From an optimization exercise on the open Yosys and OpenROAD flow, aimed at small area, a short achievable clock period and few clock cycles; shortcuts taken in it are not production practice.
The RTL was checked by simulation tests, not by an equivalence proof against the original design.
Power figures rest on the tool's default switching activity, not on a simulated workload.

==> module cpu, before the edit <==
module cpu(clk,reset,read_data,out,N,V,Z,mem_cmd,mem_addr);
input clk, reset;
input [15:0] read_data;
output reg [1:0] mem_cmd;
output reg [8:0] mem_addr;
output reg [15:0] out;
output reg N, V, Z;
reg        c_fetch;    
reg        d_valid;    
reg        halted;
reg  [8:0] fpc;        
reg  [8:0] xpc;        
reg        smc;        
reg        ld1_v, ld2_v;
reg  [2:0] ld1_rd, ld2_rd;
reg        e_valid;    
reg        e_haz;      
reg        e_ldw;      
reg        e_wr;       
reg  [2:0] e_wa;
reg        e_pass;     
reg  [1:0] e_op;       
reg        e_cmp, e_ldr, e_str, e_halt;
reg  [4:0] e_imm5;
reg [15:0] a, b;
wire flush = (e_valid & e_haz) | smc;
wire exec  = e_valid & ~flush & ~halted;
wire [15:0] sum = a + (b ^ {16{e_op[0]}}) + {15'b0, e_op[0]};
reg  [15:0] res;
always @(*) begin
  if (e_pass) res = b;
  else case (e_op)
    2'b10: res = a & b;
    2'b11: res = ~b;
    default: res = sum;
  endcase
end
wire [8:0] ea = a[8:0] + {{4{e_imm5[4]}}, e_imm5};
wire       we_x = exec & e_wr;
wire       we   = we_x | e_ldw;
wire       mem_x = exec & (e_ldr | e_str);
reg  [15:0] rf [0:7];
integer k;
always @(posedge clk)
  for (k = 0; k < 8; k = k + 1)
    if (we && e_wa == k) rf[k] <= res;
always @(posedge clk) begin
  if (exec & e_cmp) begin
    Z <= (sum == 16'b0);
    N <= sum[15];
    V <= (a[15] ^ b[15]) & (sum[15] ^ a[15]);
  end
end
wire [15:0] ir = read_data;
wire is_ldr  = ~ir[15];                         
wire is_str  = ~(ir[14] | ir[13]);              
wire is_mem  = is_ldr | is_str;
wire is_halt = ir[15] & ir[14] & ir[13];        
wire is_mov  = ir[14] & ~ir[13];                
wire is_alu  = ~ir[14] & ir[13];                
wire is_movi = is_mov & ir[12];
wire use_rn  = is_mem | (is_alu & ~(ir[12] & ir[11]));
wire use_rm  = (is_mov & ~ir[12]) | is_alu;
wire [2:0] rn = ir[10:8], rd = ir[7:5], rm = ir[2:0];
wire [2:0] rb = is_str ? rd : rm;
wire [1:0] sh = is_mem ? 2'b00 : ir[4:3];
function [15:0] shf;
  input [15:0] x;
  input [1:0] s;
  case (s)
    2'b00: shf = x;
    2'b01: shf = {x[14:0], 1'b0};
    2'b10: shf = {1'b0, x[15:1]};
    default: shf = {x[15], x[15:1]};
  endcase
endfunction
function pend;
  input [2:0] r;
  pend = (e_valid & e_ldr & (e_wa == r)) | (ld1_v & (ld1_rd == r));
endfunction
wire haz_d = (use_rn & pend(rn)) | (use_rm & pend(rm)) | (is_str & pend(rd));
wire fwd_a = we & (e_wa == rn);
wire fwd_b = we & (e_wa == rb);
wire [15:0] a_d = fwd_a ? res : rf[rn];
wire [15:0] b_sh = shf(fwd_b ? res : rf[rb], sh);
wire [15:0] b_d = ld2_v ? read_data : is_movi ? {{8{ir[7]}}, ir[7:0]} : b_sh;
always @(posedge clk) begin
  a <= a_d;
  b <= b_d;
  e_haz  <= haz_d;
  e_wr   <= is_mov | (is_alu & ~(~ir[12] & ir[11]));
  e_wa   <= ld2_v ? ld2_rd : is_movi ? rn : rd;
  e_pass <= ld2_v | is_mov;
  e_op   <= ir[12:11];
  e_cmp  <= is_alu & ~ir[12] & ir[11];
  e_ldr  <= is_ldr;
  e_str  <= is_str;
  e_halt <= is_halt;
  e_imm5 <= ir[4:0];
  ld1_rd <= e_wa; ld2_rd <= ld1_rd;
end
wire [8:0] xpc1 = xpc + 9'd1;
always @(posedge clk) out <= b;
always @(posedge clk) begin
  if (reset) begin
    mem_cmd <= 2'b01; mem_addr <= 9'd0; c_fetch <= 1'b1;
    fpc <= 9'd1; xpc <= 9'd0;
    d_valid <= 1'b0; e_valid <= 1'b0; e_ldw <= 1'b0; halted <= 1'b0; smc <= 1'b0;
    ld1_v <= 1'b0; ld2_v <= 1'b0;
  end else begin
    d_valid <= c_fetch & ~flush;
    e_valid <= d_valid & ~flush;
    smc     <= mem_x & e_str & ((ea[8:6] == xpc[8:6]) | (&xpc[5:1] & (ea[8:6] == xpc[8:6] + 3'd1)));
    if (exec) xpc <= xpc1;
    ld1_v <= mem_x & e_ldr;
    ld2_v <= ld1_v & ~(we_x & (e_wa == ld1_rd));
    e_ldw <= ld2_v & ~(we_x & (e_wa == ld2_rd));
    if (halted | (exec & e_halt)) begin
      halted <= 1'b1; mem_cmd <= 2'b00; c_fetch <= 1'b0;
    end else if (flush) begin
      mem_cmd <= 2'b01; mem_addr <= xpc; c_fetch <= 1'b1; fpc <= xpc1;
    end else if (mem_x) begin
      mem_cmd <= e_str ? 2'b10 : 2'b01; mem_addr <= ea; c_fetch <= 1'b0;
    end else begin
      mem_cmd <= 2'b01; mem_addr <= fpc; c_fetch <= 1'b1; fpc <= fpc + 9'd1;
    end
  end
end
endmodule
clock: 6.0 ns
lec_check: 0
abc_area: 1
cap_margin: 20
core_margin: 2
core_utilization: 40
setup_slack_margin: 3.4
slew_margin: 20
run.sh (not shown) runs the stock make flow with config.mk's settings and CLKGATE_MAP_FILE= SYNTH_SCRIPT=/design/flow/synth_recipe.tcl, a recipe that flattens the netlist after the stock synthesis.
Testbench counts at the start, summed over its fixed seeds: cycles 13,053.
Next try:
--- a/flow/design.v
+++ b/flow/design.v
@@ -44,22 +44,22 @@
 always @(posedge clk)
   for (k = 0; k < 8; k = k + 1)
     if (we && e_wa == k) rf[k] <= res;
 always @(posedge clk) begin
   if (exec & e_cmp) begin
-    Z <= (sum == 16'b0);
+    Z <= (a == b);
     N <= sum[15];
     V <= (a[15] ^ b[15]) & (sum[15] ^ a[15]);
   end
 end
 wire [15:0] ir = read_data;
-wire is_ldr  = ~ir[15];                         
-wire is_str  = ~(ir[14] | ir[13]);              
-wire is_mem  = is_ldr | is_str;
-wire is_halt = ir[15] & ir[14] & ir[13];        
-wire is_mov  = ir[14] & ~ir[13];                
-wire is_alu  = ~ir[14] & ir[13];                
+wire is_mem  = ~ir[15] | ~(ir[14] | ir[13]);    
+wire is_ldr  = ~ir[15];
+wire is_str  = ir[15] & ~ir[14] & ~ir[13];
+wire is_halt = ir[15] & ir[14] & ir[13];
+wire is_mov  = ir[15] & ir[14] & ~ir[13];       
+wire is_alu  = ir[15] & ~ir[14] & ir[13];       
 wire is_movi = is_mov & ir[12];
 wire use_rn  = is_mem | (is_alu & ~(ir[12] & ir[11]));
 wire use_rm  = (is_mov & ~ir[12]) | is_alu;
 wire [2:0] rn = ir[10:8], rd = ir[7:5], rm = ir[2:0];
 wire [2:0] rb = is_str ? rd : rm;
@@ -80,12 +80,12 @@
 endfunction
 wire haz_d = (use_rn & pend(rn)) | (use_rm & pend(rm)) | (is_str & pend(rd));
 wire fwd_a = we & (e_wa == rn);
 wire fwd_b = we & (e_wa == rb);
 wire [15:0] a_d = fwd_a ? res : rf[rn];
-wire [15:0] b_sh = shf(fwd_b ? res : rf[rb], sh);
-wire [15:0] b_d = ld2_v ? read_data : is_movi ? {{8{ir[7]}}, ir[7:0]} : b_sh;
+wire [15:0] b_early = ld2_v ? read_data : is_movi ? {{8{ir[7]}}, ir[7:0]} : shf(rf[rb], sh);
+wire [15:0] b_d = (fwd_b & ~ld2_v & ~is_movi) ? shf(res, sh) : b_early;
 always @(posedge clk) begin
   a <= a_d;
   b <= b_d;
   e_haz  <= haz_d;
   e_wr   <= is_mov | (is_alu & ~(~ir[12] & ir[11]));
@@ -98,21 +98,22 @@
   e_halt <= is_halt;
   e_imm5 <= ir[4:0];
   ld1_rd <= e_wa; ld2_rd <= ld1_rd;
 end
 wire [8:0] xpc1 = xpc + 9'd1;
+wire [8:0] xpc2 = xpc + 9'd2;
 always @(posedge clk) out <= b;
 always @(posedge clk) begin
   if (reset) begin
     mem_cmd <= 2'b01; mem_addr <= 9'd0; c_fetch <= 1'b1;
     fpc <= 9'd1; xpc <= 9'd0;
     d_valid <= 1'b0; e_valid <= 1'b0; e_ldw <= 1'b0; halted <= 1'b0; smc <= 1'b0;
     ld1_v <= 1'b0; ld2_v <= 1'b0;
   end else begin
     d_valid <= c_fetch & ~flush;
     e_valid <= d_valid & ~flush;
-    smc     <= mem_x & e_str & ((ea[8:6] == xpc[8:6]) | (&xpc[5:1] & (ea[8:6] == xpc[8:6] + 3'd1)));
+    smc     <= mem_x & e_str & ((ea == xpc1) | (ea == xpc2));
     if (exec) xpc <= xpc1;
     ld1_v <= mem_x & e_ldr;
     ld2_v <= ld1_v & ~(we_x & (e_wa == ld1_rd));
     e_ldw <= ld2_v & ~(we_x & (e_wa == ld2_rd));
     if (halted | (exec & e_halt)) begin
What happened: Core utilization is lower by 1.0 points; power is higher by a few percent; synthesized cell count is higher by roughly a tenth; global-route usage is lower by 0.22 points; clock skew is higher by 0.0067 ns; hold slack improves by 0.053 ns.
Testbench counts after the change, summed over its fixed seeds: cycles 13,053.

---

The RTL this note starts from:
==> flow/design.v <==
module cpu(clk,reset,read_data,out,N,V,Z,mem_cmd,mem_addr);
input clk, reset;
input [15:0] read_data;
output reg [1:0] mem_cmd;
output reg [8:0] mem_addr;
output reg [15:0] out;
output reg N, V, Z;
reg        c_fetch;    
reg        d_valid;    
reg        halted;
reg  [8:0] xpc;        
reg        smc;        
reg        ld1_v, ld2_v;
reg  [2:0] ld1_rd, ld2_rd;
reg        e_valid;    
reg        e_haz;      
reg        e_ldw;      
reg        e_wr;       
reg  [2:0] e_wa;
reg        e_pass;     
reg  [1:0] e_op;       
reg        e_cmp, e_ldr, e_str, e_halt;
reg  [4:0] e_imm5;
reg [15:0] a, b;
wire flush = (e_valid & e_haz) | smc;
wire exec  = e_valid & ~flush & ~halted;
wire [15:0] sum = a + (b ^ {16{e_op[0]}}) + {15'b0, e_op[0]};
reg  [15:0] res;
always @(*) begin
  if (e_pass) res = b;
  else case (e_op)
    2'b10: res = a & b;
    2'b11: res = ~b;
    default: res = sum;
  endcase
end
wire [8:0] ea = a[8:0] + {{4{e_imm5[4]}}, e_imm5};
wire       we_x = exec & e_wr;
wire       we   = we_x | e_ldw;
wire       mem_x = exec & (e_ldr | e_str);
reg  [15:0] rf [0:7];
integer k;
always @(posedge clk)
  for (k = 0; k < 8; k = k + 1)
    if (we && e_wa == k) rf[k] <= res;
always @(posedge clk) begin
  if (exec & e_cmp) begin
    Z <= (sum == 16'b0);
    N <= sum[15];
    V <= (a[15] ^ b[15]) & (sum[15] ^ a[15]);
  end
end
wire [15:0] ir = read_data;
wire is_ldr  = ~ir[15];                         
wire is_str  = ~(ir[14] | ir[13]);              
wire is_mem  = is_ldr | is_str;
wire is_halt = ir[15] & ir[14] & ir[13];        
wire is_mov  = ir[14] & ~ir[13];                
wire is_alu  = ~ir[14] & ir[13];                
wire is_movi = is_mov & ir[12];
wire use_rn  = is_mem | (is_alu & ~(ir[12] & ir[11]));
wire use_rm  = (is_mov & ~ir[12]) | is_alu;
wire [2:0] rn = ir[10:8], rd = ir[7:5], rm = ir[2:0];
wire [2:0] rb = is_str ? rd : rm;
wire [1:0] sh = is_mem ? 2'b00 : ir[4:3];
function [15:0] shf;
  input [15:0] x;
  input [1:0] s;
  case (s)
    2'b00: shf = x;
    2'b01: shf = {x[14:0], 1'b0};
    2'b10: shf = {1'b0, x[15:1]};
    default: shf = {x[15], x[15:1]};
  endcase
endfunction
function pend;
  input [2:0] r;
  pend = (e_valid & e_ldr & (e_wa == r)) | (ld1_v & (ld1_rd == r));
endfunction
wire haz_d = (use_rn & pend(rn)) | (use_rm & pend(rm)) | (is_str & pend(rd));
wire fwd_a = we & (e_wa == rn);
wire fwd_b = we & (e_wa == rb);
wire [15:0] a_d = fwd_a ? res : rf[rn];
wire [15:0] b_sh = shf(fwd_b ? res : rf[rb], sh);
wire [15:0] b_d = ld2_v ? read_data : is_movi ? {{8{ir[7]}}, ir[7:0]} : b_sh;
always @(posedge clk) begin
  a <= a_d;
  b <= b_d;
  e_haz  <= haz_d;
  e_wr   <= is_mov | (is_alu & ~(~ir[12] & ir[11]));
  e_wa   <= ld2_v ? ld2_rd : is_movi ? rn : rd;
  e_pass <= ld2_v | is_mov;
  e_op   <= ir[12:11];
  e_cmp  <= is_alu & ~ir[12] & ir[11];
  e_ldr  <= is_ldr;
  e_str  <= is_str;
  e_halt <= is_halt;
  e_imm5 <= ir[4:0];
  ld1_rd <= e_wa; ld2_rd <= ld1_rd;
end
wire [8:0] xpc1 = xpc + 9'd1;
wire [1:0] inflight = {1'b0, e_valid} + {1'b0, d_valid} + {1'b0, c_fetch};
wire [8:0] nfa = xpc + {7'b0, inflight};
always @(posedge clk) out <= b;
always @(posedge clk) begin
  if (reset) begin
    mem_cmd <= 2'b01; mem_addr <= 9'd0; c_fetch <= 1'b1;
    xpc <= 9'd0;
    d_valid <= 1'b0; e_valid <= 1'b0; e_ldw <= 1'b0; halted <= 1'b0; smc <= 1'b0;
    ld1_v <= 1'b0; ld2_v <= 1'b0;
  end else begin
    d_valid <= c_fetch & ~flush;
    e_valid <= d_valid & ~flush;
    smc     <= mem_x & e_str & ((ea[8:6] == xpc[8:6]) | (&xpc[5:1] & (ea[8:6] == xpc[8:6] + 3'd1)));
    if (exec) xpc <= xpc1;
    ld1_v <= mem_x & e_ldr;
    ld2_v <= ld1_v & ~(we_x & (e_wa == ld1_rd));
    e_ldw <= ld2_v & ~(we_x & (e_wa == ld2_rd));
    if (halted | (exec & e_halt)) begin
      halted <= 1'b1; mem_cmd <= 2'b00; c_fetch <= 1'b0;
    end else if (flush) begin
      mem_cmd <= 2'b01; mem_addr <= xpc; c_fetch <= 1'b1;
    end else if (mem_x) begin
      mem_cmd <= e_str ? 2'b10 : 2'b01; mem_addr <= ea; c_fetch <= 1'b0;
    end else begin
      mem_cmd <= 2'b01; mem_addr <= nfa; c_fetch <= 1'b1;
    end
  end
end
endmodule
clock: 6.0 ns
lec_check: 0
abc_area: 1
cap_margin: 20
core_margin: 2
core_utilization: 55
cts_cluster_diameter: 100
cts_cluster_size: 25
place_density: 0.65
setup_slack_margin: 3.2
slew_margin: 20
Testbench counts at the start, summed over its fixed seeds: cycles 13,053.
Then changed:
--- a/flow/design.v
+++ b/flow/design.v
@@ -22,11 +22,34 @@
 reg        e_cmp, e_ldr, e_str, e_halt;
 reg  [4:0] e_imm5;
 reg [15:0] a, b;
 wire flush = (e_valid & e_haz) | smc;
 wire exec  = e_valid & ~flush & ~halted;
-wire [15:0] sum = a + (b ^ {16{e_op[0]}}) + {15'b0, e_op[0]};
+function [15:0] add16;
+  input [15:0] x, y;
+  input cin;
+  reg [15:0] g, p, G, P, G2, P2;
+  integer l, i, j;
+  begin
+    g = x & y;
+    p = x ^ y;
+    G = g; P = p;
+    G[0] = g[0] | (p[0] & cin);
+    for (l = 0; l < 4; l = l + 1) begin
+      G2 = G; P2 = P;
+      for (i = 0; i < 16; i = i + 1)
+        if (i[l]) begin
+          j = ((i >> l) << l) - 1;
+          G2[i] = G[i] | (P[i] & G[j]);
+          P2[i] = P[i] & P[j];
+        end
+      G = G2; P = P2;
+    end
+    add16 = p ^ {G[14:0], cin};
+  end
+endfunction
+wire [15:0] sum = add16(a, b ^ {16{e_op[0]}}, e_op[0]);
 reg  [15:0] res;
 always @(*) begin
   if (e_pass) res = b;
   else case (e_op)
     2'b10: res = a & b;
After rerunning: Die area is lower by 3.0%. Cell count is lower by 2.3%. Flip-flop and latch count is unchanged. Wire length is higher by 2.0%. Core utilization is higher by 3.1 points. Via count is lower by 0.45%. Worst hold slack is worse by 25 ps. Clock power is lower by about 0.7%. Final area is higher by 1.1%. Power is higher by 3.4%. Fmax is lower by 12%. First-iteration DRC count is higher by 18%. Global-route usage is higher by 0.25 points.
Testbench counts after the change, summed over its fixed seeds: cycles 13,053.

==> what the ideal ports hide <==
In the flow no input, the clock included, has a driving cell. The finished layouts below were timed again as built, in two steps.
Step 1 assumes that a clkbuf_16 drives the clock port and a buf_2 every other input.
Step 2 times the ports against the registers' clock, not the clock port: input delays grow and output delays shrink by t, the midpoint of the rising clock arrivals with the driver on.
Slacks: ideal / step 1 / step 2; pairs: ideal / step 1.
run	t (ns)	slack for setup (ns)	worst setup path after step 2	worst data-port slew with drivers (ns)
the first run of note 1	0.595	3.183 / 3.190 / 2.595	input to register	0.06
the second run of note 1	0.605	3.359 / 3.359 / 2.754	input to register	0.07
the first run of note 2	0.534	3.212 / 3.217 / 2.684	input to register	0.06
the second run of note 2	0.539	2.848 / 2.848 / 2.635	input to register	0.04
After both steps every run listed still meets setup and hold. For the second run of note 1, which loses most, drivers alone change the setup slack by 0.000 ns; drivers and shift together by -0.605 ns.
